This is an optimization exercise on Yosys and OpenROAD, whose aim is a short achievable clock period and few clock cycles, not a production implementation.
The RTL was checked by simulation tests, not by an equivalence proof against the original design.
Power is estimated from default activity; no workload was simulated.

$ cat flow/config.mk
export PLATFORM = sky130hd
export DESIGN_NAME = cpu
export DESIGN_NICKNAME = cpu
export VERILOG_FILES = /design/flow/design.v
export SDC_FILE = /design/flow/constraint.sdc
export NUM_CORES = 4
export LEC_CHECK = 0
export ABC_CLOCK_PERIOD_IN_PS = 2500
export CAP_MARGIN = 20
export CORE_MARGIN = 2
export CORE_UTILIZATION = 40
export SETUP_SLACK_MARGIN = 3.6
export SLEW_MARGIN = 20
$ cat flow/constraint.sdc
create_clock -name core_clock -period 6.2 [get_ports {clk}]
set_input_delay 1.2400 -clock core_clock [delete_from_list [all_inputs] [get_ports {clk}]]
set_output_delay 1.2400 -clock core_clock [all_outputs]
set_load 0.01 [all_outputs]
$ cat flow/design.v
module cpu(clk,rst_n, iaddr, instr, wdata, we, addr, re, rdata, hlt);
input clk,rst_n;
input [15:0] instr;
input [15:0] rdata;
output we, re;
output [15:0] iaddr;
output [15:0] addr;
output [15:0] wdata;
output hlt;
function [15:0] satadd;
  input [15:0] a, b;
  reg [15:0] s;
  begin
    s = a + b;
    if (a[15] == b[15] && s[15] != a[15])
      satadd = a[15] ? 16'h8000 : 16'h7fff;
    else
      satadd = s;
  end
endfunction
wire        redirect;         
wire [15:0] redirect_pc;
reg         stall_id;         
wire        halt_dec;         
reg         halted;
reg  [15:0] pc;
reg  [15:0] ras;              
wire [15:0] pc1 = pc + 16'd1;
wire [3:0]  if_op    = instr[15:12];
wire        if_jal   = (if_op == 4'hD);
wire        if_br    = (if_op == 4'hC) & (|instr[8:0]);
wire        if_jr    = (if_op == 4'hE);
wire        if_br_pt = if_br & ((&instr[11:9]) | instr[8]);    
wire [15:0] if_off   = if_jal ? {{4{instr[11]}}, instr[11:0]} : {{7{instr[8]}}, instr[8:0]};
wire [15:0] if_tgt   = satadd(pc1, if_off);
always @(posedge clk, negedge rst_n)
  if (!rst_n)
    pc <= 16'h0000;
  else if (redirect)
    pc <= redirect_pc;
  else if (!stall_id)
    pc <= (if_jal | if_br_pt) ? if_tgt : if_jr ? ras : pc1;
always @(posedge clk, negedge rst_n)
  if (!rst_n)
    ras <= 16'h0000;
  else if (!redirect && !stall_id && if_jal)
    ras <= pc1;
assign iaddr = pc;
wire p_add  = (if_op == 4'h0);
wire p_addz = (if_op == 4'h1);
wire p_sub  = (if_op == 4'h2);
wire p_and  = (if_op == 4'h3);
wire p_nor  = (if_op == 4'h4);
wire p_sll  = (if_op == 4'h5);
wire p_srl  = (if_op == 4'h6);
wire p_sra  = (if_op == 4'h7);
wire p_lw   = (if_op == 4'h8);
wire p_sw   = (if_op == 4'h9);
wire p_lhb  = (if_op == 4'hA);
wire p_llb  = (if_op == 4'hB);
wire p_hlt  = (if_op == 4'hF);
wire p_rr    = p_add | p_addz | p_sub | p_and | p_nor;    
wire p_shift = p_sll | p_srl | p_sra;
wire [3:0] p_ra  = p_lhb ? instr[11:8] : (p_llb | if_jal) ? 4'h0 : instr[7:4];
wire [3:0] p_rb  = p_sw ? instr[11:8] : instr[3:0];
wire [3:0] p_dst = if_jal ? 4'hF : instr[11:8];
wire p_use_a = p_rr | p_shift | p_lw | p_sw | if_jr;
wire p_use_b = p_rr;
reg         v_d;
reg  [15:0] instr_d;
reg  [15:0] pc1_d;
reg         pt_d;             
reg  [15:0] alt_d;            
reg  [3:0]  ra_d, rb_d, dst_d;
reg         d_rr, d_sum, d_sub, d_and, d_nor, d_sll, d_shr, d_sra, d_lhb, d_wr,
            d_addz, d_lw, d_sw, d_setz, d_setnv, d_br, d_jr, d_hlt, d_jal, d_immls;
always @(posedge clk, negedge rst_n)
  if (!rst_n)
    v_d <= 1'b0;
  else if (redirect || halt_dec || halted)
    v_d <= 1'b0;
  else if (!stall_id)
    v_d <= 1'b1;
always @(posedge clk)
  if (!stall_id) begin
    instr_d <= instr;
    pc1_d   <= pc1;
    pt_d    <= if_br_pt;
    alt_d   <= if_jr ? ras : if_br_pt ? pc1 : if_tgt;
    ra_d    <= p_ra;
    rb_d    <= p_rb;
    dst_d   <= p_dst;
    d_rr    <= p_rr;
    d_sum   <= p_add | p_addz | p_lw | p_sw | p_llb | if_jal;
    d_sub   <= p_sub;
    d_and   <= p_and;
    d_nor   <= p_nor;
    d_sll   <= p_sll;
    d_shr   <= p_srl | p_sra;
    d_sra   <= p_sra;
    d_lhb   <= p_lhb;
    d_wr    <= p_rr | p_shift | p_lw | p_lhb | p_llb | if_jal;
    d_addz  <= p_addz;
    d_lw    <= p_lw;
    d_sw    <= p_sw;
    d_setz  <= p_rr | p_shift;
    d_setnv <= p_add | p_addz | p_sub;
    d_br    <= if_br;
    d_jr    <= if_jr;
    d_hlt   <= p_hlt;
    d_jal   <= if_jal;
    d_immls <= p_lw | p_sw;
  end
reg  [15:0] rf [1:15];
wire [15:0] rf_a = (ra_d == 4'h0) ? 16'h0000 : rf[ra_d];
wire [15:0] rf_b = (rb_d == 4'h0) ? 16'h0000 : rf[rb_d];
reg         v_m_wr;           
reg  [3:0]  dst_m;
reg  [15:0] res_m;
reg         re_m, we_m;
reg  [15:0] wdata_m;
wire [15:0] dm_res = re_m ? rdata : res_m;
wire a_dm = v_m_wr & (dst_m == ra_d) & (|ra_d);
wire b_dm = v_m_wr & (dst_m == rb_d) & (|rb_d);
wire [15:0] a_val = a_dm ? dm_res : rf_a;
wire [15:0] y_val = b_dm ? dm_res : rf_b;
wire [15:0] imm_val = d_immls ? {{12{instr_d[3]}}, instr_d[3:0]} :
                      d_jal   ? pc1_d :
                                {{8{instr_d[7]}}, instr_d[7:0]};
wire [15:0] b_val = d_rr ? y_val : imm_val;
wire [15:0] shmask = d_sll ? (16'hffff >> instr_d[3:0]) : (16'hffff << instr_d[3:0]);
reg         v_e;
reg  [15:0] a_e, b_e, c_e, mask_e;
reg         bypA_e, bypB_e, bypC_e;
reg         f_sum_e, f_sub_e, f_and_e, f_nor_e, f_sll_e, f_shr_e, f_lhb_e, f_sh_e;
reg         sra_e;
reg  [3:0]  shamt_e;
reg  [3:0]  dst_e;
reg         wr_e, addz_e, lw_e, sw_e, setz_e, setnv_e, br_e, jr_e, pt_e;
reg  [2:0]  cc_e;
reg  [15:0] alt_e;
reg         zf, nf, vf;
wire e_writes = v_e & wr_e & ~(addz_e & ~zf);
assign halt_dec = v_d & d_hlt & ~redirect;
always @(posedge clk, negedge rst_n)
  if (!rst_n)
    halted <= 1'b0;
  else if (halt_dec)
    halted <= 1'b1;
wire issue = v_d & ~stall_id & ~redirect & ~halted;
always @(posedge clk, negedge rst_n)
  if (!rst_n)
    stall_id <= 1'b0;
  else
    stall_id <= issue & d_lw & (|dst_d) & ~halt_dec &
                ((p_use_a & (p_ra == dst_d)) | (p_use_b & (p_rb == dst_d)));
always @(posedge clk, negedge rst_n)
  if (!rst_n) begin
    v_e <= 1'b0;
  end else begin
    v_e <= issue & ~d_hlt;
  end
always @(posedge clk) begin
  a_e     <= a_val;
  b_e     <= b_val;
  c_e     <= y_val;
  mask_e  <= shmask;
  bypA_e  <= e_writes & (dst_e == ra_d) & (|ra_d);
  bypB_e  <= e_writes & (dst_e == rb_d) & (|rb_d) & d_rr;
  bypC_e  <= e_writes & (dst_e == rb_d) & (|rb_d);
  f_sum_e <= d_sum;
  f_sub_e <= d_sub;
  f_and_e <= d_and;
  f_nor_e <= d_nor;
  f_sll_e <= d_sll;
  f_shr_e <= d_shr;
  f_sh_e  <= d_sll | d_shr;
  f_lhb_e <= d_lhb;
  sra_e   <= d_sra;
  shamt_e <= instr_d[3:0];
  dst_e   <= dst_d;
  wr_e    <= d_wr;
  addz_e  <= d_addz;
  lw_e    <= d_lw;
  sw_e    <= d_sw;
  setz_e  <= d_setz;
  setnv_e <= d_setnv;
  br_e    <= d_br;
  jr_e    <= d_jr;
  pt_e    <= pt_d;
  cc_e    <= instr_d[11:9];
  alt_e   <= alt_d;
end
wire [15:0] A = bypA_e ? res_m : a_e;
wire [15:0] B = bypB_e ? res_m : b_e;
wire [15:0] Bx  = f_sub_e ? ~B : B;
wire [16:0] sum1 = {A, 1'b1} + {Bx, f_sub_e};
wire [15:0] sum = sum1[16:1];
wire sat_pos = ~A[15] & ~Bx[15] &  sum[15];
wire sat_neg =  A[15] &  Bx[15] & ~sum[15];
wire ovf = sat_pos | sat_neg;
wire [15:0] sum_sat = sat_pos ? 16'h7fff : sat_neg ? 16'h8000 : sum;
wire [15:0] shl = A << shamt_e;
wire        shin = sra_e & A[15];
wire [15:0] shr1 = shamt_e[0] ? {shin, A[15:1]} : A;
wire [15:0] shr2 = shamt_e[1] ? {{2{shin}}, shr1[15:2]} : shr1;
wire [15:0] shr4 = shamt_e[2] ? {{4{shin}}, shr2[15:4]} : shr2;
wire [15:0] shr  = shamt_e[3] ? {{8{shin}}, shr4[15:8]} : shr4;
wire [7:0] lhb_lo = bypA_e ? dm_res[7:0] : a_e[7:0];
wire [15:0] res_e = ({16{f_sum_e | f_sub_e}} & sum_sat) |
                    ({16{f_and_e}} & (A & B)) |
                    ({16{f_nor_e}} & ~(A | B)) |
                    ({16{f_sll_e}} & shl) |
                    ({16{f_shr_e}} & shr) |
                    ({16{f_lhb_e}} & {b_e[7:0], lhb_lo});
wire [15:0] c_fwd = bypC_e ? dm_res : c_e;
wire        f_ar_e = f_sum_e | f_sub_e;
wire [15:0] kin    = {A[14:0] | Bx[14:0], f_sub_e};
wire [15:0] zbits  = ({16{f_ar_e}}  & ~(A ^ Bx ^ kin)) |
                     ({16{f_and_e}} & ~(A & B)) |
                     ({16{f_nor_e}} &  (A | B)) |
                     ({16{f_sh_e}}  & ~(A & mask_e));
wire        z_e    = (&zbits) & ~(f_ar_e & A[15] & Bx[15]);
always @(posedge clk, negedge rst_n)
  if (!rst_n) begin
    zf <= 1'b0; nf <= 1'b0; vf <= 1'b0;
  end else begin
    if (v_e & setz_e)  zf <= z_e;
    if (v_e & setnv_e) begin nf <= ovf ? A[15] : sum[15]; vf <= ovf; end
  end
reg taken;
always @* begin
  case (cc_e)
    3'b000: taken = ~zf;
    3'b001: taken = zf;
    3'b010: taken = ~zf & ~nf;
    3'b011: taken = nf;
    3'b100: taken = zf | ~nf;
    3'b101: taken = nf | zf;
    3'b110: taken = vf;
    default: taken = 1'b1;
  endcase
end
wire jr_neq = bypA_e ? (res_m != alt_e) : (a_e != alt_e);
wire br_mis = v_e & br_e & (taken ^ pt_e);
wire jr_mis = v_e & jr_e & jr_neq;
assign redirect    = br_mis | jr_mis;
assign redirect_pc = jr_e ? A : alt_e;
always @(posedge clk, negedge rst_n)
  if (!rst_n) begin
    v_m_wr <= 1'b0;
    re_m   <= 1'b0;
    we_m   <= 1'b0;
  end else begin
    v_m_wr <= e_writes;
    re_m   <= v_e & lw_e;
    we_m   <= v_e & sw_e;
  end
always @(posedge clk) begin
  dst_m   <= dst_e;
  res_m   <= res_e;
  wdata_m <= c_fwd;
end
always @(posedge clk)
  if (v_m_wr && (|dst_m))
    rf[dst_m] <= dm_res;
assign addr  = res_m;
assign re    = re_m;
assign we    = we_m;
assign wdata = wdata_m;
assign hlt   = halted;
endmodule
$ cat flow/run.sh
#!/bin/bash
# synth_recipe.tcl (not shown) runs the flow's synth.tcl, then flattens the netlist and writes it again
# the make line also repeats each setting of config.mk as NAME=value (left out here)
make -C /OpenROAD-flow-scripts/flow DESIGN_CONFIG=/design/flow/config.mk WORK_HOME=/design/flow/orfs CLKGATE_MAP_FILE= SYNTH_SCRIPT=/design/flow/synth_recipe.tcl finish
==> impl_metrics.py, run 1 <==
metrics = {
    "synth": {
        "synth_area_sq_um": 26640,
        "netlist_instances": 2250,
        "ys_types": 85,
        "synth_common_cells": "316 x edfxtp_1, 183 x nor2_1, 156 x dfxtp_1, 155 x nand2_1, 146 x a21oi_1",
        "synth.yosys.seq_area_share_pct": 51.28,
        "synth_top_flop_cell": "edfxtp_1",
        "yosysMostFrequentCell": "edfxtp_1",
        "async_flop_share_pct": 8.171,
        "synth_edf_count": 316,
        "yosysWarningCount": 1,
        "syn_nets": 2334,
        "synth_area_leaders": "edfxtp_1 36%, dfxtp_1 12%, mux4_2 11%",
        "ys_ff_latch": 514,
        "yosysTopAreaCellShare_pct": 35.61,
        "synth_area_per_cell_sq_um": 11.84,
        "synth_largest_area_cell": "edfxtp_1",
    },
    "clock_tree": {
        "cts_tree": "yes",
        "holdBufCountCts": 0,
        "clock-root-buffer": "clkbuf_16",
        "cts-buffers-inserted": 55,
        "clk_path_buf_depth": 3,
        "h-tree-depth": 2,
        "clk_latency_ns": 0.64,
        "cts.sinks": 514,
        "path_clk_slew_ns": 0.07,
    },
    "setup_path": {
        "crit_fanout": 7,
        "worst_ep_required_time_ns": 6.72,
        "cp.arrival_ns": 4.58,
        "crit_buf_inv": 5,
        "cp-start-kind": "register",
        "crit_chain": "buf_12, buf_8, mux2i_4, inv_1, ha_1, and3_1, a21boi_4, o21ai_2, o21ai_2, fa_2, nor2b_4, buf_4, nor2b_4, buf_6, a221oi_2, nand3_1, a221o_1",
        "worstSetupPathType": "register to register",
        "cpMaxStageDelayCell": "fa_2",
        "endpoint_kind": "register",
        "critical_path_depth": 17,
        "cpLargestDelayFamily": "adder cells",
        "critPathMaxStageDelay_ns": 0.61,
        "ff2ff_path_depth": 17,
    },
    "drt": {
        "ant_nets": 0,
        "via_per_inst": 6.114,
        "drt_pass1_iterations": 5,
        "vias": 20881,
        "wl_mm": 92.32,
        "route.detailed.drc": 0,
        "wl_per_cell_microns": 27.03,
        "drtIter0Drc": 2148,
    },
    "floorplan": {
        "row_count": 94,
        "io_pins": 85,
        "die_x_microns": 262.1,
        "die_area_sq_um": 68690,
        "coreArea_sq_um": 65860,
        "start_util_pct": 40.45,
        "dieHeight_microns": 262.1,
    },
    "finish": {
        "drive_above_1_share_pct": 33.16,
        "diodes": 0,
        "fin_cells": 3415,
        "nets": 2589,
        "area_growth_pct": 28.61,
        "nFillCells": 5565,
    },
    "timing": {
        "min_period_ns": 4.062,
        "worst_pin_slew_ns": 0.9974,
        "hold_violations": 0,
        "worst_clock_skew_ns": 0.03468,
        "fin_setup_tns_ns": 0,
        "fin_ws_ns": 2.138,
        "period_share_pct": 65.51,
        "grt_setup_unrepaired": "true",
        "slew_headroom_pct": 32.91,
        "timing.hold.ws_ns": 0.3371,
        "maxSlewViolCount": 0,
        "setup_viol": 0,
        "max_freq_mhz": 246.2,
    },
    "min_path": {
        "whs_path_depth": 0,
        "min_path_type": "register to register",
    },
    "power_and_ir_drop": {
        "power_density_nw_per_um2": 422.1,
        "power_leakage_nw": 12.65,
        "ir_worst_vdd_uv": 230.5,
    },
    "place": {
        "place_inst": 3114,
        "dp_hpwl_mm": 59.74,
        "placement.io_buffers": 84,
        "gp_congestion": 0.9677,
        "place_ws_ns": 0.9372,
    },
    "global_route": {
        "overflow": 0,
        "grt_pass1_vias": 20269,
        "grt_usage_pct": 26.30,
        "grt_pass1_wl_mm": 132.9,
        "antenna_found_initial": 2,
        "grt_max_degree": 66,
    },
    "status": {
        "status": "timing/DRC/antenna clean",
    },
    "run": {
        "maxCapViolCount": 0,
    },
}
-- cell usage in the layout (no fill, tap or decap), types with 58 or more instances in the layout --
master / n
mux4_2: 130
inv_1: 66
o21ai_0: 102
xnor2_1: 58
edfxtp_1: 316
dfxtp_1: 130
a21oi_1: 114
nor2_1: 165
buf_4: 184
nand2_1: 149
mux2i_1: 85
-- area by class of cell --
class | count | area, sq um | area share [%]
Sequential cell | 514 | 13750 | 40.13
Multi-Input combinational cell | 1508 | 14030 | 40.95
Inverter | 87 | 349.1 | 1.019
Timing Repair Buffer | 339 | 3138 | 9.158
Clock inverter | 32 | 457.9 | 1.336
Clock buffer | 71 | 1456 | 4.250
Tap cell | 864 | 1081 | 3.155
-- routing by layer --
layer | routed length (microns) | vias up | global-route usage, %
met2 | 41230 | 1070 | 39.53
met3 | 8498 | 246 | 5.797
li1 | - | 9042 | -
met1 | 38320 | 10523 | 36.81
met5 | 0 | - | 0
met4 | 4270 | 0 | 11.05
-- worst paths after layout --
path | slack [ns] | end | startpoint
setup / recovery | 2.14 | res_m[11] | bypA_e
hold / removal | 0.34 | f_and_e | d_and
setup reg to reg | 2.14 | res_m[11] | bypA_e
hold reg to reg | 0.34 | f_and_e | d_and
max in group asynchronous | 4.97 | pc[13] | rst_n
min in group asynchronous | 0.73 | ras[3] | rst_n
-- power breakdown --
part | switching (mW) | total (mW) | internal [mW]
Combinational | 3.35 | 6.08 | 2.74
Sequential | 0.472 | 4.88 | 4.41
Clock | 1.41 | 3.50 | 2.09
-- logic make-up after synthesis --
group | count (synthesis) | synth area share (%)
AND/OR/NAND/NOR | 546 | 9.491
multiplexers | 292 | 17.62
flip-flops | 514 | 51.28
buffers and inverters | 231 | 3.414
XOR/XNOR | 104 | 3.419
adder cells (fa/ha/maj) | 51 | 2.442
AO/OA/AOI/OAI | 512 | 12.33
-- flip-flops by register name, summed over array words and instances (netlist names), 3 cells and up, named ones only --
| register | cells |
|---|---|
| shamt_e | 4 |
| rb_d | 4 |
| pc1_d | 16 |
| a_e | 16 |
| instr_d | 11 |
| rf | 240 |
| dst_m | 4 |
| cc_e | 3 |
| alt_e | 16 |
| res_m | 16 |
| ra_d | 4 |
| pc | 16 |
| wdata_m | 16 |
| alt_d | 16 |
| ras | 16 |
| b_e | 16 |
| dst_e | 4 |
| c_e | 16 |
| dst_d | 4 |
| mask_e | 16 |
-- worst register-to-register path, delay by kind of cell, from the launching register on --
kind | cells | cell delay (ns)
fa+ha+maj | 2 | 1.10
mux | 1 | 0.27
compound gates | 5 | 0.81
flops | 1 | 0.43
simple gates | 4 | 0.69
buf+inv | 5 | 0.68
-- repair_timing --
action	4_1_cts	5_1_grt
resized for setup	441	105
endpoints found under the setup margin	179	104
gates cloned	4	0
setup buffers	137	57
endpoints found under the hold margin	0	0
pin swaps	88	58
-- per-stage QoR --
step / area, sq um / total power [mW] / util, %
final: 34270 / 14.46 / 52.03
after global routing: 34270 / 15.02 / 52.03
after detailed placement: 28760 / 8.993 / 43.67
after global placement: 28760 / 8.957 / 43.67
after CTS: 33250 / 13.75 / 50.48
after floorplan: 27030 / 7.381 / -
Testbench counts, summed over its fixed seeds: cycles 71,233.
==> inputs of run 2 (changes only) <==
--- a/flow/design.v
+++ b/flow/design.v
@@ -19,5 +19,8 @@
   end
 endfunction
-wire        redirect;         
+wire        kill_e;           
+wire        redirect_ex;      
+wire        redirect_id;      
+wire        redirect = kill_e | redirect_ex | redirect_id;
 wire [15:0] redirect_pc;
 reg         stall_id;         
@@ -31,7 +34,21 @@
 wire        if_br    = (if_op == 4'hC) & (|instr[8:0]);
 wire        if_jr    = (if_op == 4'hE);
-wire        if_br_pt = if_br & ((&instr[11:9]) | instr[8]);    
-wire [15:0] if_off   = if_jal ? {{4{instr[11]}}, instr[11:0]} : {{7{instr[8]}}, instr[8:0]};
-wire [15:0] if_tgt   = satadd(pc1, if_off);
+wire [2:0]  if_cc    = instr[11:9];
+wire        if_br_pt = if_br & ((&if_cc) | (if_cc == 3'b000) | (if_cc == 3'b100) | instr[8]);
+wire        pc1_neg  = pc[15] ^ (&pc[14:0]);           
+wire [6:0]  hi9_p1   = pc[15:9] + 7'd1;
+wire [6:0]  hi9_m1   = pc[15:9] - 7'd1;
+wire [3:0]  hi12_p1  = pc[15:12] + 4'd1;
+wire [3:0]  hi12_m1  = pc[15:12] - 4'd1;
+wire [9:0]  lo9      = {1'b0, pc[8:0]} + {1'b0, instr[8:0]} + 10'd1;
+wire [6:0]  hi9      = (instr[8] == lo9[9]) ? pc[15:9] : lo9[9] ? hi9_p1 : hi9_m1;
+wire [15:0] raw9     = {hi9, lo9[8:0]};
+wire        ovf9     = (pc1_neg == instr[8]) & (raw9[15] != pc1_neg);
+wire [15:0] tgt_br   = ovf9 ? (pc1_neg ? 16'h8000 : 16'h7fff) : raw9;
+wire [12:0] lo12     = {1'b0, pc[11:0]} + {1'b0, instr[11:0]} + 13'd1;
+wire [3:0]  hi12     = (instr[11] == lo12[12]) ? pc[15:12] : lo12[12] ? hi12_p1 : hi12_m1;
+wire [15:0] raw12    = {hi12, lo12[11:0]};
+wire        ovf12    = (pc1_neg == instr[11]) & (raw12[15] != pc1_neg);
+wire [15:0] tgt_jal  = ovf12 ? (pc1_neg ? 16'h8000 : 16'h7fff) : raw12;
 always @(posedge clk, negedge rst_n)
   if (!rst_n)
@@ -40,5 +57,5 @@
     pc <= redirect_pc;
   else if (!stall_id)
-    pc <= (if_jal | if_br_pt) ? if_tgt : if_jr ? ras : pc1;
+    pc <= if_jal ? tgt_jal : if_br_pt ? tgt_br : if_jr ? ras : pc1;
 always @(posedge clk, negedge rst_n)
   if (!rst_n)
@@ -65,5 +82,5 @@
 wire [3:0] p_rb  = p_sw ? instr[11:8] : instr[3:0];
 wire [3:0] p_dst = if_jal ? 4'hF : instr[11:8];
-wire p_use_a = p_rr | p_shift | p_lw | p_sw | if_jr;
+wire p_use_a = p_rr | p_shift | p_lw | p_sw;
 wire p_use_b = p_rr;
 reg         v_d;
@@ -87,5 +104,5 @@
     pc1_d   <= pc1;
     pt_d    <= if_br_pt;
-    alt_d   <= if_jr ? ras : if_br_pt ? pc1 : if_tgt;
+    alt_d   <= if_jr ? ras : if_br_pt ? pc1 : tgt_br;
     ra_d    <= p_ra;
     rb_d    <= p_rb;
@@ -112,7 +129,8 @@
     d_immls <= p_lw | p_sw;
   end
-reg  [15:0] rf [1:15];
-wire [15:0] rf_a = (ra_d == 4'h0) ? 16'h0000 : rf[ra_d];
-wire [15:0] rf_b = (rb_d == 4'h0) ? 16'h0000 : rf[rb_d];
+reg  [255:16] rf;
+wire [255:0]  rf_all = {rf, 16'h0000};
+wire [15:0]   rf_a = rf_all[ra_d*16 +: 16];
+wire [15:0]   rf_b = rf_all[rb_d*16 +: 16];
 reg         v_m_wr;           
 reg  [3:0]  dst_m;
@@ -120,4 +138,8 @@
 reg         re_m, we_m;
 reg  [15:0] wdata_m;
+reg         jrl_m;            
+reg  [15:0] alt_m;            
+reg  [15:0] wb_res;           
+assign kill_e = jrl_m & (wb_res != alt_m);
 wire [15:0] dm_res = re_m ? rdata : res_m;
 wire a_dm = v_m_wr & (dst_m == ra_d) & (|ra_d);
@@ -141,6 +163,8 @@
 reg  [15:0] alt_e;
 reg         zf, nf, vf;
-wire e_writes = v_e & wr_e & ~(addz_e & ~zf);
-assign halt_dec = v_d & d_hlt & ~redirect;
+wire e_live   = v_e & ~kill_e;
+wire e_writes = e_live & wr_e & ~(addz_e & ~zf);
+wire jr_defer = bypA_e & re_m;
+assign halt_dec = v_d & d_hlt & ~stall_id & ~redirect_ex & ~kill_e;
 always @(posedge clk, negedge rst_n)
   if (!rst_n)
@@ -148,11 +172,27 @@
   else if (halt_dec)
     halted <= 1'b1;
-wire issue = v_d & ~stall_id & ~redirect & ~halted;
+wire issue = v_d & ~stall_id & ~redirect_ex & ~kill_e & ~halted;
+wire ex_setsflags = v_e & (setz_e | setnv_e);
+reg  taken_id;
+always @* begin
+  case (instr_d[11:9])
+    3'b000: taken_id = ~zf;
+    3'b001: taken_id = zf;
+    3'b010: taken_id = ~zf & ~nf;
+    3'b011: taken_id = nf;
+    3'b100: taken_id = zf | ~nf;
+    3'b101: taken_id = nf | zf;
+    3'b110: taken_id = vf;
+    default: taken_id = 1'b1;
+  endcase
+end
+assign redirect_id = v_d & d_br & ~ex_setsflags & (taken_id ^ pt_d) & ~redirect_ex & ~kill_e;
 always @(posedge clk, negedge rst_n)
   if (!rst_n)
     stall_id <= 1'b0;
   else
-    stall_id <= issue & d_lw & (|dst_d) & ~halt_dec &
-                ((p_use_a & (p_ra == dst_d)) | (p_use_b & (p_rb == dst_d)));
+    stall_id <= (issue & d_lw & (|dst_d) &
+                 ((p_use_a & (p_ra == dst_d)) | (p_use_b & (p_rb == dst_d)))) |
+                (issue & d_jr & p_hlt & e_writes & lw_e & (dst_e == ra_d) & (|ra_d));
 always @(posedge clk, negedge rst_n)
   if (!rst_n) begin
@@ -186,5 +226,5 @@
   setz_e  <= d_setz;
   setnv_e <= d_setnv;
-  br_e    <= d_br;
+  br_e    <= d_br & ex_setsflags;       
   jr_e    <= d_jr;
   pt_e    <= pt_d;
@@ -226,6 +266,6 @@
     zf <= 1'b0; nf <= 1'b0; vf <= 1'b0;
   end else begin
-    if (v_e & setz_e)  zf <= z_e;
-    if (v_e & setnv_e) begin nf <= ovf ? A[15] : sum[15]; vf <= ovf; end
+    if (e_live & setz_e)  zf <= z_e;
+    if (e_live & setnv_e) begin nf <= ovf ? A[15] : sum[15]; vf <= ovf; end
   end
 reg taken;
@@ -243,8 +283,8 @@
 end
 wire jr_neq = bypA_e ? (res_m != alt_e) : (a_e != alt_e);
-wire br_mis = v_e & br_e & (taken ^ pt_e);
-wire jr_mis = v_e & jr_e & jr_neq;
-assign redirect    = br_mis | jr_mis;
-assign redirect_pc = jr_e ? A : alt_e;
+wire br_mis = e_live & br_e & (taken ^ pt_e);
+wire jr_mis = e_live & jr_e & ~jr_defer & jr_neq;
+assign redirect_ex = br_mis | jr_mis;
+assign redirect_pc = kill_e ? wb_res : redirect_ex ? (jr_e ? A : alt_e) : alt_d;
 always @(posedge clk, negedge rst_n)
   if (!rst_n) begin
@@ -252,17 +292,23 @@
     re_m   <= 1'b0;
     we_m   <= 1'b0;
+    jrl_m  <= 1'b0;
   end else begin
     v_m_wr <= e_writes;
-    re_m   <= v_e & lw_e;
-    we_m   <= v_e & sw_e;
+    re_m   <= e_live & lw_e;
+    we_m   <= e_live & sw_e;
+    jrl_m  <= e_live & jr_e & jr_defer;
   end
 always @(posedge clk) begin
+  alt_m   <= alt_e;
+  wb_res  <= dm_res;
   dst_m   <= dst_e;
   res_m   <= res_e;
   wdata_m <= c_fwd;
 end
+integer k;
 always @(posedge clk)
-  if (v_m_wr && (|dst_m))
-    rf[dst_m] <= dm_res;
+  for (k = 1; k < 16; k = k + 1)
+    if (v_m_wr && (dst_m == k))
+      rf[k*16 +: 16] <= dm_res;
 assign addr  = res_m;
 assign re    = re_m;
==> flow/flow/run.sh (new file) <==
#!/bin/bash
# The standard layout (the standard.sh), except that synthesis does not
# map adders onto the library's full/half-adder cells (ADDER_MAP_FILE left
# empty), so abc restructures the carry logic for speed.  Registers are
# unchanged.  make's full output goes to make.log in the work folder.
set -euo pipefail
bash standard.sh ADDER_MAP_FILE= finish > make.log 2>&1
==> flow/standard.sh (new file) <==
#!/bin/bash
# synth_recipe.tcl (not shown) runs the flow's synth.tcl, then flattens the netlist and writes it again
# the make line also repeats each setting of config.mk as NAME=value (left out here)
make -C /OpenROAD-flow-scripts/flow DESIGN_CONFIG=/design/flow/config.mk WORK_HOME=/design/flow/orfs CLKGATE_MAP_FILE= SYNTH_SCRIPT=/design/flow/synth_recipe.tcl "${@:-finish}"
--- a/flow/config.mk
+++ b/flow/config.mk
@@ -6,8 +6,8 @@
 export NUM_CORES = 4
 export LEC_CHECK = 0
-export ABC_CLOCK_PERIOD_IN_PS = 2500
+export ABC_CLOCK_PERIOD_IN_PS = 2200
 export CAP_MARGIN = 20
 export CORE_MARGIN = 2
 export CORE_UTILIZATION = 40
-export SETUP_SLACK_MARGIN = 3.6
+export SETUP_SLACK_MARGIN = 3.8
 export SLEW_MARGIN = 20
removed: flow/run.sh
==> run 2 against run 1 <==
Compared with the run above:
- clock power increased by 3%
- cell area up 12%
- die area up 8.1%
- global-route usage is 3.3 points higher
- via count rose by 16%
- setup slack better by 0.63 ns
- sequential share of layout area decreased by 3.0 points
- routed wire length is 22% higher
- synthesized area is 8.2% higher
- still clean
==> impl_metrics.py, run 2 <==
metrics = {
    "synth": {
        "yosysWarningCount": 1,
        "netlist_instances": 2523,
        "synth_edf_count": 316,
        "synth_area_leaders": "edfxtp_1 33%, dfxtp_1 12%, mux4_2 10%",
        "syn_nets": 2557,
        "async_flop_share_pct": 7.978,
        "synth_largest_area_cell": "edfxtp_1",
        "synth_top_flop_cell": "edfxtp_1",
        "ys_ff_latch": 539,
        "synth_area_per_cell_sq_um": 11.43,
        "synth.yosys.seq_area_share_pct": 49.14,
        "yosysMostFrequentCell": "edfxtp_1",
        "ys_types": 93,
        "yosysTopAreaCellShare_pct": 32.91,
        "synth_common_cells": "316 x edfxtp_1, 190 x nor2_1, 180 x dfxtp_1, 170 x a21oi_1, 170 x nand2_1",
        "synth_area_sq_um": 28830,
    },
    "timing": {
        "max_freq_mhz": 291.6,
        "grt_setup_unrepaired": "true",
        "slew_headroom_pct": 20.60,
        "timing.hold.ws_ns": 0.3245,
        "setup_viol": 0,
        "min_period_ns": 3.429,
        "period_share_pct": 55.31,
        "maxSlewViolCount": 0,
        "worst_pin_slew_ns": 1.189,
        "fin_setup_tns_ns": 0,
        "worst_clock_skew_ns": 0.03426,
        "hold_violations": 0,
    },
    "drt": {
        "ant_nets": 0,
        "wl_per_cell_microns": 29.16,
        "wl_mm": 113.0,
        "route.detailed.drc": 0,
        "vias": 24170,
        "drtIter0Drc": 3200,
        "drt_pass1_iterations": 6,
        "via_per_inst": 6.239,
    },
    "global_route": {
        "grt_pass1_wl_mm": 161.4,
        "met3_usage_pct": 5.016,
        "antenna_found_initial": 5,
        "use_met2_pct": 44.62,
        "grt_usage_pct": 29.61,
        "grt_pass1_vias": 23226,
        "grt_max_degree": 61,
        "grt_busiest_layer": "met2",
        "grt_use_met1_pct": 42.21,
        "overflow": 0,
    },
    "floorplan": {
        "die_x_microns": 272.5,
        "dieHeight_microns": 272.5,
        "start_util_pct": 40.33,
        "io_pins": 85,
        "die_area_sq_um": 74250,
        "coreArea_sq_um": 71490,
        "row_count": 98,
    },
    "setup_path": {
        "cp.arrival_ns": 3.96,
        "endpoint_kind": "register",
        "cp-start-kind": "input pin",
        "ff2ff_path_depth": 14,
        "r2r_setup_slack_ns": 2.81,
        "r2r_end": "res_m[10]",
        "crit_start": "instr[2]",
        "r2r-start": "bypA_e",
        "crit_fanout": 7,
        "worstSetupPathType": "input pin to register",
        "crit_end": "pc[13]",
        "worst_ep_required_time_ns": 6.73,
    },
    "clock_tree": {
        "clock-root-buffer": "clkbuf_16",
        "clk_path_buf_depth": 3,
        "cts_tree": "yes",
        "cts.sinks": 539,
        "clk_latency_ns": 0.66,
        "cts-buffers-inserted": 60,
        "path_clk_slew_ns": 0.06,
        "h-tree-depth": 2,
    },
    "finish": {
        "fin_area_sq_um": 38430,
        "largest_reg_flops": 240,
        "fin_cells": 3874,
        "nets": 2905,
        "layout_common_cells": "316 x edfxtp_1, 243 x buf_4, 158 x dfxtp_1",
        "multi_input_area_sq_um": 15770,
        "drive_above_1_share_pct": 40.86,
        "regArea_sq_um": 14270,
        "final_common_cell": "edfxtp_1",
        "area_growth_pct": 33.28,
        "final_core_util_pct": 53.75,
        "nFillCells": 5841,
        "largest_register": "rf",
    },
    "min_path": {
        "hp-start": "d_wr",
        "min_path_type": "register to register",
        "whs_path_depth": 0,
    },
    "power_and_ir_drop": {
        "power_density_nw_per_um2": 384.4,
        "power_leakage_nw": 14.21,
        "ir_worst_vdd_uv": 310.9,
    },
    "place": {
        "dp_hpwl_mm": 69.99,
        "gp_congestion": 0.9533,
        "placed_area_sq_um": 30970,
        "place_inst": 3438,
        "placement.io_buffers": 84,
    },
    "status": {
        "status": "timing/DRC/antenna clean",
    },
    "run": {
        "maxCapViolCount": 0,
    },
}
## run 2: logic make-up (layout without fill, tap and decap cells)
group	after synthesis	after routing	share of synthesized area [%]
buffers and inverters	244	641	3.541
AO/OA/AOI/OAI	615	615	13.77
other	0	2	0
XOR/XNOR	172	172	5.225
adder cells (fa/ha/maj)	10	10	0.3602
multiplexers	339	339	18.14
flip-flops	539	539	49.14
AND/OR/NAND/NOR	604	606	9.820
## run 2: cell type report
cell class | instances | area share (%)
diodes | 2 | 0.01302
well taps | 950 | 3.093
flip-flops and latches | 539 | 37.14
inverters | 52 | 0.5568
repair buffers | 476 | 12.90
clock buffers | 83 | 4.585
multi-input cells | 1742 | 41.05
clock inverters | 30 | 0.6740
## run 2: what timing repair did
item / CTS / global route
hold buffers: 0 / 0
setup endpoints to repair: 208 / 138
setup buffers: 232 / 69
pin swaps: 94 / 74
cloned: 17 / 3
gates resized for setup: 701 / 197
## run 2: worst min path at each step
stage / endpoint
after global placement: wr_e
after floorplan: addz_e
after global routing: wr_e
final: wr_e
after detailed placement: wr_e
after CTS: f_sum_e
## run 2: power breakdown
part	internal (mW)	switching, mW
sequential	4.59	0.649
combinational	2.73	3.18
clock	2.04	1.58
## run 2: stage by stage
step	setup WS (ns)	total power, mW
global placement	1.241	9.202
CTS	2.896	14.03
finish	2.771	14.77
detailed placement	1.140	9.245
floorplan	2.383	7.718
global route	2.734	15.28
## run 2: layer usage
metal | vias to the layer above | part of all wire, %
li1 | 10252 | -
met1 | 12080 | 41
met2 | 1519 | 44
met3 | 319 | 10
met4 | 0 | 4.9
met5 | - | 0
## run 2: critical path, stage by stage
cell and delay, ns:
buf_12 0.13, a211oi_4 0.25, a311oi_4 0.09, o21ai_2 0.19, nand3_2 0.11, maj3_4 0.39
mux2i_4 0.32, mux2_4 0.37, a21oi_4 0.19, nand3_1 0.11, a311o_1 0.32, mux2_2 0.25
Testbench counts of run 2, summed over its fixed seeds: cycles 68,708.
==> inputs of run 3 (changes only) <==
--- a/flow/config.mk
+++ b/flow/config.mk
@@ -6,8 +6,8 @@
 export NUM_CORES = 4
 export LEC_CHECK = 0
-export ABC_CLOCK_PERIOD_IN_PS = 2200
+export ABC_CLOCK_PERIOD_IN_PS = 2000
 export CAP_MARGIN = 20
 export CORE_MARGIN = 2
 export CORE_UTILIZATION = 40
-export SETUP_SLACK_MARGIN = 3.8
+export SETUP_SLACK_MARGIN = 4.3
 export SLEW_MARGIN = 20
==> run 3 against run 2 <==
Compared with the run above:
- non-clock buffer count rose by 21
- sequential share of layout area fell by 0.69 points
- register-to-register slack got worse by 0.02 ns
- combinational power rose by 0.8%
- clock skew rose by 0.0039 ns
- first-iteration DRC count fell by 3.8%
- die area did not move
- routed wire length rose by 1.2%
- critical path type unchanged
- largest power group unchanged
- highest routed layer is now met5
==> impl_metrics.py, run 3 <==
metrics = {
    "status": {
        "status": "timing/DRC/antenna clean",
    },
    "finish": {
        "nFillCells": 5841,
        "nets": 2925,
        "final_common_cell": "edfxtp_1",
        "largest_reg_flops": 240,
        "final_core_util_pct": 54.88,
        "fin_area_sq_um": 39230,
        "layout_common_cells": "316 x edfxtp_1, 214 x buf_4, 152 x nor2_1",
        "area_growth_pct": 36.07,
        "drive_above_1_share_pct": 41.05,
        "largest_register": "rf",
    },
    "setup_path": {
        "worstSetupPathType": "input pin to register",
        "cp.arrival_ns": 3.98,
        "crit_fanout": 4,
        "endpoint_kind": "register",
        "crit_start": "instr[0]",
        "cp-start-kind": "input pin",
        "r2r-start": "bypA_e",
        "worst_ep_required_time_ns": 6.77,
    },
    "floorplan": {
        "start_util_pct": 40.33,
        "dieHeight_microns": 272.5,
        "coreArea_sq_um": 71490,
        "die_x_microns": 272.5,
        "io_pins": 85,
        "row_count": 98,
        "die_area_sq_um": 74250,
    },
    "synth": {
        "synth_edf_count": 316,
        "ys_ff_latch": 539,
        "async_flop_share_pct": 7.978,
        "synth_area_sq_um": 28830,
        "yosysWarningCount": 1,
        "synth_area_leaders": "edfxtp_1 33%, dfxtp_1 12%, mux4_2 10%",
        "yosysTopAreaCellShare_pct": 32.91,
        "synth_largest_area_cell": "edfxtp_1",
        "synth.yosys.seq_area_share_pct": 49.14,
        "synth_top_flop_cell": "edfxtp_1",
        "syn_nets": 2557,
        "yosysMostFrequentCell": "edfxtp_1",
        "ys_types": 93,
        "synth_area_per_cell_sq_um": 11.43,
        "synth_common_cells": "316 x edfxtp_1, 190 x nor2_1, 180 x dfxtp_1, 170 x a21oi_1, 170 x nand2_1",
        "netlist_instances": 2523,
    },
    "power_and_ir_drop": {
        "fin_total_pwr_mw": 14.65,
        "power_density_nw_per_um2": 373.4,
        "ir_worst_vdd_uv": 236.6,
        "power_leakage_nw": 14.61,
    },
    "place": {
        "placed_area_sq_um": 31200,
        "gp_congestion": 0.9693,
        "dp_hpwl_mm": 68.53,
        "placement.io_buffers": 84,
    },
    "clock_tree": {
        "holdBufCountCts": 0,
        "cts.sinks": 539,
        "h-tree-depth": 2,
        "cts-buffers-inserted": 57,
        "path_clk_slew_ns": 0.06,
        "clock-root-buffer": "clkbuf_16",
        "clk_path_buf_depth": 3,
        "clk_latency_ns": 0.64,
        "cts_tree": "yes",
    },
    "timing": {
        "worst_pin_slew_ns": 1.148,
        "fin_setup_tns_ns": 0,
        "slew_headroom_pct": 23.47,
        "setup_viol": 0,
        "grt_setup_unrepaired": "true",
        "max_freq_mhz": 293.4,
        "maxSlewViolCount": 0,
        "timing.hold.ws_ns": 0.3412,
        "period_share_pct": 54.98,
        "hold_violations": 0,
        "worst_clock_skew_ns": 0.03817,
        "min_period_ns": 3.409,
    },
    "global_route": {
        "grt_pass1_wl_mm": 163.9,
        "overflow": 0,
        "grt_pass1_vias": 23477,
        "antenna_found_initial": 2,
        "grt_usage_pct": 30.17,
        "grt_max_degree": 67,
    },
    "run": {
        "maxCapViolCount": 0,
    },
    "drt": {
        "ant_nets": 0,
        "wl_per_cell_microns": 29.38,
        "route.detailed.drc": 0,
        "drt_pass1_iterations": 6,
        "drtIter0Drc": 3077,
        "vias": 24408,
        "via_per_inst": 6.271,
        "wl_mm": 114.4,
    },
    "min_path": {
        "hp-start": "d_setz",
        "min_path_type": "register to register",
    },
}
run 3: routing by layer:
| metal | part of all wire [%] | vias to the layer above | track usage (%) | wire length [microns] |
|---|---|---|---|---|
| met1 | 40 | 12200 | 41.82 | 45970 |
| met4 | 5.0 | 2 | 12.07 | 5663 |
| met3 | 10 | 333 | 6.303 | 11800 |
| met2 | 45 | 1585 | 46.27 | 50920 |
| met5 | 0.0096 | - | 0 | 11 |
| li1 | - | 10288 | - | - |
run 3: where the power goes:
part           total (mW)  internal [mW]  leakage [nW]  switching [mW]
combinational        5.97           2.81          8.66            3.17
sequential           5.24           4.60          5.03           0.643
clock                3.44           1.93         0.912            1.50
run 3: logic make-up after synthesis:
kind of cell	after synthesis	share of synthesized area [%]
adder cells (fa/ha/maj)	10	0.3602
buffers and inverters	244	3.541
flip-flops	539	49.14
multiplexers	339	18.14
AND/OR/NAND/NOR	604	9.820
XOR/XNOR	172	5.225
AO/OA/AOI/OAI	615	13.77
run 3: critical path, stage by stage:
cell      delay, ns
buf_6          0.09
buf_8          0.13
nor2_4         0.12
a311oi_4       0.12
o21ai_2        0.19
nand3_2        0.11
maj3_4         0.37
mux2i_4        0.29
mux2i_4        0.32
buf_6          0.13
buf_12         0.10
nand3_1        0.07
a32o_2         0.26
buf_4          0.13
a21oi_1        0.13
o22a_1         0.16
run 3: area by class of cell:
type	instances	area, sq um	share of cell area, %
antenna	2	5.005	0.01276
clock buffer	75	1587	4.044
clock inverter	33	287.8	0.7335
inverter	52	229.0	0.5836
multi-input combinational	1744	15910	40.55
sequential	539	14300	36.44
tap	950	1189	3.030
timing repair buffer	497	5731	14.61
run 3: final timing paths:
check | end | slack (ns) | cells past startpoint
hold / removal | setz_e | 0.34 | 0
hold reg to reg | setz_e | 0.34 | 0
min in group asynchronous | pc[15] | 0.73 | 2
setup / recovery | pc[10] | 2.79 | 16
setup reg to reg | pc[13] | 2.79 | 16
max in group asynchronous | pc[0] | 4.94 | 2
run 3: stage by stage:
step / setup slack (ns) / cells
6_report: 2.791 / 3892
5_1_grt: 2.676 / 3890
4_1_cts: 2.799 / 3839
3_5_place_dp: 1.014 / 3435
3_3_place_gp: 1.104 / 3435
2_1_floorplan: 2.383 / 2523
run 3: timing repair:
item	in CTS	in global routing
gates cloned	31	2
endpoints found under the setup margin	420	292
gates resized for setup	756	190
hold endpoints to repair	0	0
pin swaps	89	72
buffers inserted	265	49
==> inputs of run 4 (changes only) <==
--- a/flow/design.v
+++ b/flow/design.v
@@ -35,5 +35,6 @@
 wire        if_jr    = (if_op == 4'hE);
 wire [2:0]  if_cc    = instr[11:9];
-wire        if_br_pt = if_br & ((&if_cc) | (if_cc == 3'b000) | (if_cc == 3'b100) | instr[8]);
+wire        if_bra   = (if_op == 4'hC);
+wire        if_br_pt = if_bra & ((&if_cc) | (if_cc == 3'b000) | (if_cc == 3'b100) | instr[8]);
 wire        pc1_neg  = pc[15] ^ (&pc[14:0]);           
 wire [6:0]  hi9_p1   = pc[15:9] + 7'd1;
@@ -51,11 +52,12 @@
 wire        ovf12    = (pc1_neg == instr[11]) & (raw12[15] != pc1_neg);
 wire [15:0] tgt_jal  = ovf12 ? (pc1_neg ? 16'h8000 : 16'h7fff) : raw12;
+wire [15:0] pred_pc  = if_jal ? tgt_jal : if_br_pt ? tgt_br : if_jr ? ras : pc1;
+wire        special  = redirect | stall_id;
+wire [15:0] spec_pc  = redirect ? redirect_pc : pc;
 always @(posedge clk, negedge rst_n)
   if (!rst_n)
     pc <= 16'h0000;
-  else if (redirect)
-    pc <= redirect_pc;
-  else if (!stall_id)
-    pc <= if_jal ? tgt_jal : if_br_pt ? tgt_br : if_jr ? ras : pc1;
+  else
+    pc <= special ? spec_pc : pred_pc;
 always @(posedge clk, negedge rst_n)
   if (!rst_n)
@@ -154,5 +156,6 @@
 reg         v_e;
 reg  [15:0] a_e, b_e, c_e, mask_e;
-reg         bypA_e, bypB_e, bypC_e;
+reg         bypC_e;
+reg         aL_e;             
 reg         f_sum_e, f_sub_e, f_and_e, f_nor_e, f_sll_e, f_shr_e, f_lhb_e, f_sh_e;
 reg         sra_e;
@@ -165,5 +168,5 @@
 wire e_live   = v_e & ~kill_e;
 wire e_writes = e_live & wr_e & ~(addz_e & ~zf);
-wire jr_defer = bypA_e & re_m;
+wire jr_defer = aL_e;
 assign halt_dec = v_d & d_hlt & ~stall_id & ~redirect_ex & ~kill_e;
 always @(posedge clk, negedge rst_n)
@@ -201,12 +204,14 @@
     v_e <= issue & ~d_hlt;
   end
+wire [15:0] res_e;            
+wire bypA_n = e_writes & (dst_e == ra_d) & (|ra_d);
+wire bypY_n = e_writes & (dst_e == rb_d) & (|rb_d);
 always @(posedge clk) begin
-  a_e     <= a_val;
-  b_e     <= b_val;
+  a_e     <= bypA_n ? res_e : a_val;
+  b_e     <= (bypY_n & d_rr) ? res_e : b_val;
   c_e     <= y_val;
   mask_e  <= shmask;
-  bypA_e  <= e_writes & (dst_e == ra_d) & (|ra_d);
-  bypB_e  <= e_writes & (dst_e == rb_d) & (|rb_d) & d_rr;
-  bypC_e  <= e_writes & (dst_e == rb_d) & (|rb_d);
+  bypC_e  <= bypY_n;
+  aL_e    <= bypA_n & lw_e;
   f_sum_e <= d_sum;
   f_sub_e <= d_sub;
@@ -232,6 +237,6 @@
   alt_e   <= alt_d;
 end
-wire [15:0] A = bypA_e ? res_m : a_e;
-wire [15:0] B = bypB_e ? res_m : b_e;
+wire [15:0] A = a_e;
+wire [15:0] B = b_e;
 wire [15:0] Bx  = f_sub_e ? ~B : B;
 wire [16:0] sum1 = {A, 1'b1} + {Bx, f_sub_e};
@@ -247,6 +252,6 @@
 wire [15:0] shr4 = shamt_e[2] ? {{4{shin}}, shr2[15:4]} : shr2;
 wire [15:0] shr  = shamt_e[3] ? {{8{shin}}, shr4[15:8]} : shr4;
-wire [7:0] lhb_lo = bypA_e ? dm_res[7:0] : a_e[7:0];
-wire [15:0] res_e = ({16{f_sum_e | f_sub_e}} & sum_sat) |
+wire [7:0] lhb_lo = aL_e ? rdata[7:0] : a_e[7:0];
+assign res_e = ({16{f_sum_e | f_sub_e}} & sum_sat) |
                     ({16{f_and_e}} & (A & B)) |
                     ({16{f_nor_e}} & ~(A | B)) |
@@ -282,9 +287,9 @@
   endcase
 end
-wire jr_neq = bypA_e ? (res_m != alt_e) : (a_e != alt_e);
+wire jr_neq = (a_e != alt_e);
 wire br_mis = e_live & br_e & (taken ^ pt_e);
 wire jr_mis = e_live & jr_e & ~jr_defer & jr_neq;
 assign redirect_ex = br_mis | jr_mis;
-assign redirect_pc = kill_e ? wb_res : redirect_ex ? (jr_e ? A : alt_e) : alt_d;
+assign redirect_pc = kill_e ? wb_res : redirect_ex ? (jr_e ? a_e : alt_e) : alt_d;
 always @(posedge clk, negedge rst_n)
   if (!rst_n) begin
--- a/flow/config.mk
+++ b/flow/config.mk
@@ -6,8 +6,8 @@
 export NUM_CORES = 4
 export LEC_CHECK = 0
-export ABC_CLOCK_PERIOD_IN_PS = 2000
+export ABC_CLOCK_PERIOD_IN_PS = 2200
 export CAP_MARGIN = 20
 export CORE_MARGIN = 2
 export CORE_UTILIZATION = 40
-export SETUP_SLACK_MARGIN = 4.3
+export SETUP_SLACK_MARGIN = 3.8
 export SLEW_MARGIN = 20
==> run 4 against run 3 <==
Compared with the run above:
- still clean
- first-iteration DRC count decreased by 3.5%
- setup slack got worse by 0.0032 ns
- maximum frequency about the same
- register-to-register slack improved by 0.13 ns
- synthesized cell count increased by 4.0%
- final cell count increased by 0.49%
- critical path depth unchanged
- flip-flop and latch count decreased by 1
- critical path type unchanged
==> impl_metrics.py, run 4 <==
metrics = {
    "clock_tree": {
        "cts_tree": "yes",
        "h-tree-depth": 2,
        "clock-root-buffer": "clkbuf_16",
        "clk_latency_ns": 0.64,
        "clk_path_buf_depth": 3,
        "cts-buffers-inserted": 57,
        "cts.sinks": 538,
        "path_clk_slew_ns": 0.06,
    },
    "power_and_ir_drop": {
        "pwr-share-comb_pct": 39.7,
        "power_leakage_nw": 14.15,
        "switching_share_pct": 36.71,
        "power_density_nw_per_um2": 390.6,
        "pwr-share-clk_pct": 24.6,
        "power_switching_mw": 5.436,
        "ir_worst_vdd_uv": 291.1,
        "internal-power_mw": 9.372,
        "fin_total_pwr_mw": 14.81,
        "seqPwrFrac_pct": 35.7,
    },
    "synth": {
        "synth_edf_count": 316,
        "yosysTopAreaCellShare_pct": 32.67,
        "synth_area_leaders": "edfxtp_1 33%, dfxtp_1 12%, mux4_2 10%",
        "synth_area_per_cell_sq_um": 11.07,
        "synth_top_flop_cell": "edfxtp_1",
        "ys_types": 94,
        "synth_top_family_by_area": "multiplexers",
        "synth_compound_area_share_pct": 15.54,
        "yosysWarningCount": 1,
        "synth_largest_area_cell": "edfxtp_1",
        "synth.yosys.seq_area_share_pct": 48.71,
        "synth_common_cells": "316 x edfxtp_1, 193 x o21ai_0, 189 x nor2_1, 184 x nand2_1, 179 x dfxtp_1",
        "synthXorXnorAreaFrac_pct": 4.432,
        "syn_nets": 2658,
        "async_flop_share_pct": 7.993,
        "synthAdderAreaFrac_pct": 0.2154,
        "synth-simple-area-share_pct": 10.23,
        "synth_area_sq_um": 29050,
        "yosysMostFrequentCell": "edfxtp_1",
        "netlist_instances": 2624,
        "ys_ff_latch": 538,
        "synthMuxAreaShare_pct": 16.77,
    },
    "timing": {
        "period_share_pct": 55.03,
        "grt_setup_unrepaired": "true",
        "slew_headroom_pct": 27.46,
        "worst_pin_slew_ns": 1.088,
        "setup_viol": 0,
        "max_freq_mhz": 293.1,
        "min_period_ns": 3.412,
        "worst_clock_skew_ns": 0.02306,
        "maxSlewViolCount": 0,
        "hold_violations": 0,
        "fin_setup_tns_ns": 0,
    },
    "finish": {
        "nFillCells": 6014,
        "diodes": 0,
        "final_core_util_pct": 52.85,
        "layout_common_cells": "316 x edfxtp_1, 224 x buf_4, 162 x nand2_1",
        "final_common_cell": "edfxtp_1",
        "largest_reg_flops": 240,
        "nets": 2948,
        "drive_above_1_share_pct": 38.10,
        "fin_cells": 3911,
        "fin_area_sq_um": 37910,
        "area_growth_pct": 30.50,
        "largest_register": "rf",
    },
    "setup_path": {
        "critPathMaxStageDelay_ns": 0.41,
        "cpLargestDelayFamily": "compound AO/OA/AOI/OAI gates",
        "crit_chain": "buf_12, nor2_4, o311ai_4, a21oi_2, o41ai_4, buf_6, nor3b_4, nor2_4, buf_4, buf_6, buf_6, a211oi_1, o21ai_0, nor2_1, a21oi_1, a21oi_1",
        "r2r-start": "a_e[6]",
        "cp.arrival_ns": 3.89,
        "worst_ep_required_time_ns": 6.68,
        "crit_start": "instr[1]",
        "worstSetupPathType": "input pin to register",
        "cp-start-kind": "input pin",
        "crit_fanout": 4,
        "cpMaxStageDelayCell": "o41ai_4",
        "crit_buf_inv": 5,
        "critical_path_depth": 16,
        "cpMostUsedCell": "buf_6",
        "ff2ff_path_depth": 15,
        "endpoint_kind": "register",
    },
    "drt": {
        "wl_mm": 108.5,
        "drt_pass1_iterations": 6,
        "wl_per_cell_microns": 27.74,
        "route.detailed.drc": 0,
        "vias": 24261,
        "via_per_inst": 6.203,
        "drtIter0Drc": 2968,
        "ant_nets": 0,
    },
    "floorplan": {
        "die_x_microns": 273.5,
        "row_count": 98,
        "start_util_pct": 40.50,
        "coreArea_sq_um": 71730,
        "die_area_sq_um": 74790,
        "dieHeight_microns": 273.5,
        "io_pins": 85,
    },
    "place": {
        "placed_area_sq_um": 31370,
        "place_inst": 3516,
        "dp_hpwl_mm": 67.91,
        "gp_congestion": 0.9534,
        "placement.io_buffers": 84,
    },
    "min_path": {
        "min_path_type": "register to register",
        "whs_path_depth": 0,
        "hp-start": "d_wr",
    },
    "global_route": {
        "grt_pass1_wl_mm": 157.1,
        "grt_max_degree": 78,
        "antenna_found_initial": 5,
        "grt_pass1_vias": 23531,
        "grt_usage_pct": 28.26,
        "overflow": 0,
    },
    "status": {
        "status": "timing/DRC/antenna clean",
    },
    "run": {
        "maxCapViolCount": 0,
    },
}
-- run 4: cell count changes after synthesis, sizes merged, moves of 14 or more --
cell and change:
inv +39, clkbuf +36, mux2 -26, o21ai +26, nor2b -25, nor3 +22, xnor2 -18, nand2b +16
o22ai -16, a211oi +15, a22oi +14, nand2 +14
-- run 4: worst paths after layout --
check                      slack [ns]        to
max in group asynchronous        4.90    pc[15]
min                              0.34      wr_e
max reg2reg                      2.92    b_e[6]
min reg2reg                      0.34      wr_e
max                              2.79  alt_d[9]
min in group asynchronous        0.73   ras[15]
-- run 4: area by class of cell --
| cell class | count | area, sq um | area share (%) |
|---|---|---|---|
| tap | 950 | 1189 | 3.135 |
| clock buffer | 74 | 1595 | 4.208 |
| clock inverter | 32 | 384.1 | 1.013 |
| timing repair buffer | 444 | 4345 | 11.46 |
| multi-input combinational | 1783 | 15720 | 41.47 |
| timing repair inverter | 1 | 5.005 | 0.01320 |
| inverter | 89 | 364.1 | 0.9604 |
| sequential | 538 | 14310 | 37.73 |
-- run 4: cell families after synthesis --
family	Yosys count
buf+inv	307
xor+xnor	147
simple gates	636
flops	538
compound gates	682
mux	308
fa+ha+maj	6
-- run 4: through the flow --
| stage | setup slack, ns | hold slack, ns |
|---|---|---|
| 6_report | 2.788 | 0.3441 |
| 5_1_grt | 2.674 | 0.3554 |
| 4_1_cts | 2.848 | 0.3443 |
| 3_5_place_dp | 1.263 | 0.3278 |
| 3_3_place_gp | 1.341 | 0.3269 |
| 2_1_floorplan | 2.447 | 0.3233 |
-- run 4: per-layer routing --
layer | GRT usage (%) | share of wire [%]
met3 | 4.711 | 9.1
met2 | 43.16 | 45
met4 | 11.25 | 4.5
met1 | 40.07 | 42
met5 | 0 | 0.0065
-- run 4: power by group through the flow --
stage                     Clock [mW]  Sequential [mW]  Combinational (mW)
final                           3.64             5.28                5.88
after global routing            3.81             5.32                6.19
after CTS                       3.66             5.25                5.25
after global placement             0             5.41                4.03
after detailed placement           0             5.42                4.09
after floorplan                    0             4.96                2.95
-- run 4: timing repair --
item                       4_1_cts  5_1_grt
pin swaps                      103       94
setup endpoints to repair      186      134
hold endpoints to repair         0        0
gates resized for setup        667      197
buffers inserted               211       63
cloned                          11        4
hold buffers                     0        0
Testbench counts of run 4, summed over its fixed seeds: cycles 68,708.
==> inputs of run 5 (changes only) <==
==> flow/flow/run.sh (replaced) <==
#!/bin/bash
# The standard layout (the standard.sh) with two changes:
#  - synthesis does not map adders onto the library's full/half-adder cells
#    (ADDER_MAP_FILE left empty), so abc restructures the carry logic for
#    speed; registers are unchanged;
#  - every input and output port is still buffered, but with buf_4 instead
#    of the delay-cell buffer buffer_ports picks by itself.
# make's full output goes to make.log in the work folder.
set -euo pipefail
bash standard.sh ADDER_MAP_FILE= "BUFFER_PORTS_ARGS=-buffer_cell sky130_fd_sc_hd__buf_4" finish > make.log 2>&1
==> run 5 against run 4 <==
Compared with the run above:
- sequential share of layout area is 1.0 points higher
- combinational power fell by 6.6%
- clock skew increased by 0.026 ns
- first-iteration DRC count decreased by 6.6%
- synthesized cell count is the same
- final cell count shrank 2.4%
- total power fell by 3.2%
- global-route usage is 0.23 points higher
- maximum frequency grew 3.0%
- via count down 2.2%
- routed wire length hardly changed
- non-clock buffer count is 92 lower
- critical endpoint is now alt_d[7]
- highest routed layer unchanged
==> impl_metrics.py, run 5 <==
metrics = {
    "synth": {
        "synth_common_cells": "316 x edfxtp_1, 193 x o21ai_0, 189 x nor2_1, 184 x nand2_1, 179 x dfxtp_1",
        "synth_area_sq_um": 29050,
        "synth_area_per_cell_sq_um": 11.07,
        "synth_edf_count": 316,
        "synth_largest_area_cell": "edfxtp_1",
        "async_flop_share_pct": 7.993,
        "ys_ff_latch": 538,
        "synth_top_flop_cell": "edfxtp_1",
        "syn_nets": 2658,
        "synth.yosys.seq_area_share_pct": 48.71,
        "yosysMostFrequentCell": "edfxtp_1",
        "yosysWarningCount": 1,
        "synth_area_leaders": "edfxtp_1 33%, dfxtp_1 12%, mux4_2 10%",
        "netlist_instances": 2624,
        "yosysTopAreaCellShare_pct": 32.67,
        "ys_types": 94,
    },
    "timing": {
        "maxSlewViolCount": 0,
        "min_period_ns": 3.314,
        "fin_setup_tns_ns": 0,
        "hold_violations": 0,
        "period_share_pct": 53.45,
        "worst_clock_skew_ns": 0.04868,
        "max_freq_mhz": 301.8,
        "worst_pin_slew_ns": 1.036,
        "timing.hold.ws_ns": 0.3419,
        "grt_setup_unrepaired": "true",
        "setup_viol": 0,
        "slew_headroom_pct": 30.95,
    },
    "setup_path": {
        "cp-start-kind": "input pin",
        "cp.arrival_ns": 3.70,
        "critPathMaxStageDelay_ns": 0.36,
        "crit_buf_inv": 2,
        "cpMostUsedCell": "nor2_4",
        "crit_fanout": 6,
        "endpoint_kind": "register",
        "worst_ep_required_time_ns": 6.59,
        "cpMaxStageDelayCell": "o41ai_4",
        "crit_chain": "buf_12, nor2_4, o311ai_4, a21oi_2, o41ai_4, buf_6, nor3b_4, nor2_4, mux2_4, and2b_4, nor2_2, o311ai_1, nand2_1",
        "cpLargestDelayFamily": "compound AO/OA/AOI/OAI gates",
        "worstSetupPathType": "input pin to register",
    },
    "power_and_ir_drop": {
        "power_density_nw_per_um2": 388.3,
        "power_leakage_nw": 13.56,
        "ir_worst_vdd_uv": 283.4,
    },
    "clock_tree": {
        "clock-root-buffer": "clkbuf_16",
        "cts.sinks": 538,
        "cts_tree": "yes",
        "cts-buffers-inserted": 57,
        "holdBufCountCts": 0,
        "path_clk_slew_ns": 0.06,
        "h-tree-depth": 2,
        "clk_latency_ns": 0.66,
        "clk_path_buf_depth": 3,
    },
    "finish": {
        "largest_register": "rf",
        "final_common_cell": "edfxtp_1",
        "final_core_util_pct": 51.44,
        "drive_above_1_share_pct": 35.41,
        "diodes": 0,
        "layout_common_cells": "316 x edfxtp_1, 234 x buf_4, 170 x nand2_1",
        "area_growth_pct": 27.01,
        "largest_reg_flops": 240,
        "nets": 2854,
    },
    "floorplan": {
        "dieHeight_microns": 273.5,
        "coreArea_sq_um": 71730,
        "die_area_sq_um": 74790,
        "io_pins": 85,
        "row_count": 98,
        "die_x_microns": 273.5,
        "start_util_pct": 40.50,
    },
    "place": {
        "gp_congestion": 0.9746,
        "placement.io_buffers": 84,
        "dp_hpwl_mm": 70.79,
    },
    "global_route": {
        "grt_pass1_vias": 22944,
        "antenna_found_initial": 7,
        "grt_pass1_wl_mm": 157.4,
        "grt_usage_pct": 28.49,
        "grt_max_degree": 58,
        "overflow": 0,
    },
    "drt": {
        "drt_pass1_iterations": 6,
        "route.detailed.drc": 0,
        "drtIter0Drc": 2771,
        "vias": 23719,
        "via_per_inst": 6.211,
        "ant_nets": 0,
        "wl_mm": 108.4,
        "wl_per_cell_microns": 28.39,
    },
    "run": {
        "maxCapViolCount": 0,
    },
    "min_path": {
        "min_path_type": "register to register",
    },
    "status": {
        "status": "timing/DRC/antenna clean",
    },
}
==> run 5: cell counts after synthesis <==
Identical to the previous run, type by type.
==> run 5: area by class of cell <==
type | instances | area [sq um]
inverter | 89 | 366.6
sequential | 538 | 14300
clock inverter | 31 | 334.1
tap | 950 | 1189
timing repair buffer | 352 | 3616
fill | 6239 | 34830
multi-input combinational | 1782 | 15520
clock buffer | 77 | 1574
==> run 5: worst register-to-register path, delay by kind of cell (launching register included) <==
kind / cells / cell delay [ns]
AO/OA/AOI/OAI: 6 / 1.22
buffers and inverters: 3 / 0.36
AND/OR/NAND/NOR: 2 / 0.65
adder cells (fa/ha/maj): 2 / 0.63
flip-flops: 1 / 0.34
==> run 5: per-layer routing <==
metal | part of all wire [%] | GRT usage, % | vias up
met3 | 9.4 | 5.491 | 264
met1 | 41 | 39.78 | 11871
met4 | 4.8 | 12.24 | 4
li1 | - | - | 10282
met2 | 45 | 43.24 | 1298
met5 | 0.025 | 0 | -
==> run 5: timing repair <==
item                                    CTS  global route
setup buffers                           135            53
gates cloned                             13             2
pin swaps                                90            88
endpoints found under the setup margin  153           139
gates resized for setup                 369           147
==> run 5: cell families (layout without fill, tap and decap cells) <==
logic type                 count (synthesis)  after routing  share of synthesized area, %
xor gates and xnor gates                 147            147                         4.432
adders and majority gates                  6              6                        0.2154
DFF                                      538            538                         48.71
and+or+nand+nor                          636            639                         10.23
AOI/OAI and AO/OA                        682            682                         15.54
muxes                                    308            308                         16.77
buffers and inverters                    307            549                         4.100
==> run 5: power by group <==
part	total (mW)	internal (mW)	switching [mW]
logic	5.49	2.43	3.06
registers	5.37	4.65	0.726
clock network	3.47	1.94	1.53
==> run 5: worst paths after layout <==
kind	startpoint	slack [ns]	to	depth (start not counted)
worst max-delay path	instr[1]	2.89	alt_d[7]	13
worst min-delay path	d_sub	0.34	f_sub_e	0
worst max register to register	a_e[10]	2.93	a_e[10]	13
worst min register to register	d_sub	0.34	f_sub_e	0
max in group asynchronous	rst_n	4.97	re_m	1
min in group asynchronous	rst_n	0.66	pc[14]	1
==> run 5: metrics by stage <==
step | instances | power [mW] | setup slack [ns] | area [sq um]
after global routing | 3819 | 14.85 | 2.801 | 36900
after floorplan | 2624 | 7.915 | 2.447 | 29800
after CTS | 3764 | 13.81 | 2.923 | 35790
after global placement | 3507 | 9.437 | 1.882 | 31080
final | 3819 | 14.33 | 2.886 | 36900
after detailed placement | 3508 | 9.467 | 1.853 | 31100

[port drivers added, routing unchanged]
The flow's constraints put no driver on any port. The routed layouts listed below were extracted and timed again, unchanged, in two steps.
Step 1 (the two cells are an assumption about what drives the block):
set clk [get_ports {clk}]
set_driving_cell -lib_cell sky130_fd_sc_hd__clkbuf_16 $clk
set_driving_cell -lib_cell sky130_fd_sc_hd__buf_2 [delete_from_list [all_inputs] $clk]
Step 2, shift: input delay + t, output delay - t, t = (earliest + latest rising clock arrival at the registers) / 2. This alone moves slack from input paths to output paths.
Three values: ideal ports, drivers, drivers and shift; two values: the first two.
run	t, ns	setup WS [ns]	clock arrival spread, ns
run 1	0.679	2.138 / 2.138 / 2.082	0.035 / 0.035
run 2	0.701	2.771 / 2.784 / 2.083	0.039 / 0.038
run 3	0.694	2.791 / 2.793 / 2.134	0.038 / 0.039
run 4	0.688	2.788 / 2.790 / 2.102	0.025 / 0.026
run 5	0.704	2.886 / 2.895 / 2.192	0.049 / 0.049
After both steps setup and hold are still met in every run listed. For run 5, which loses most, drivers alone change the setup slack by +0.009 ns; drivers and shift together by -0.694 ns.
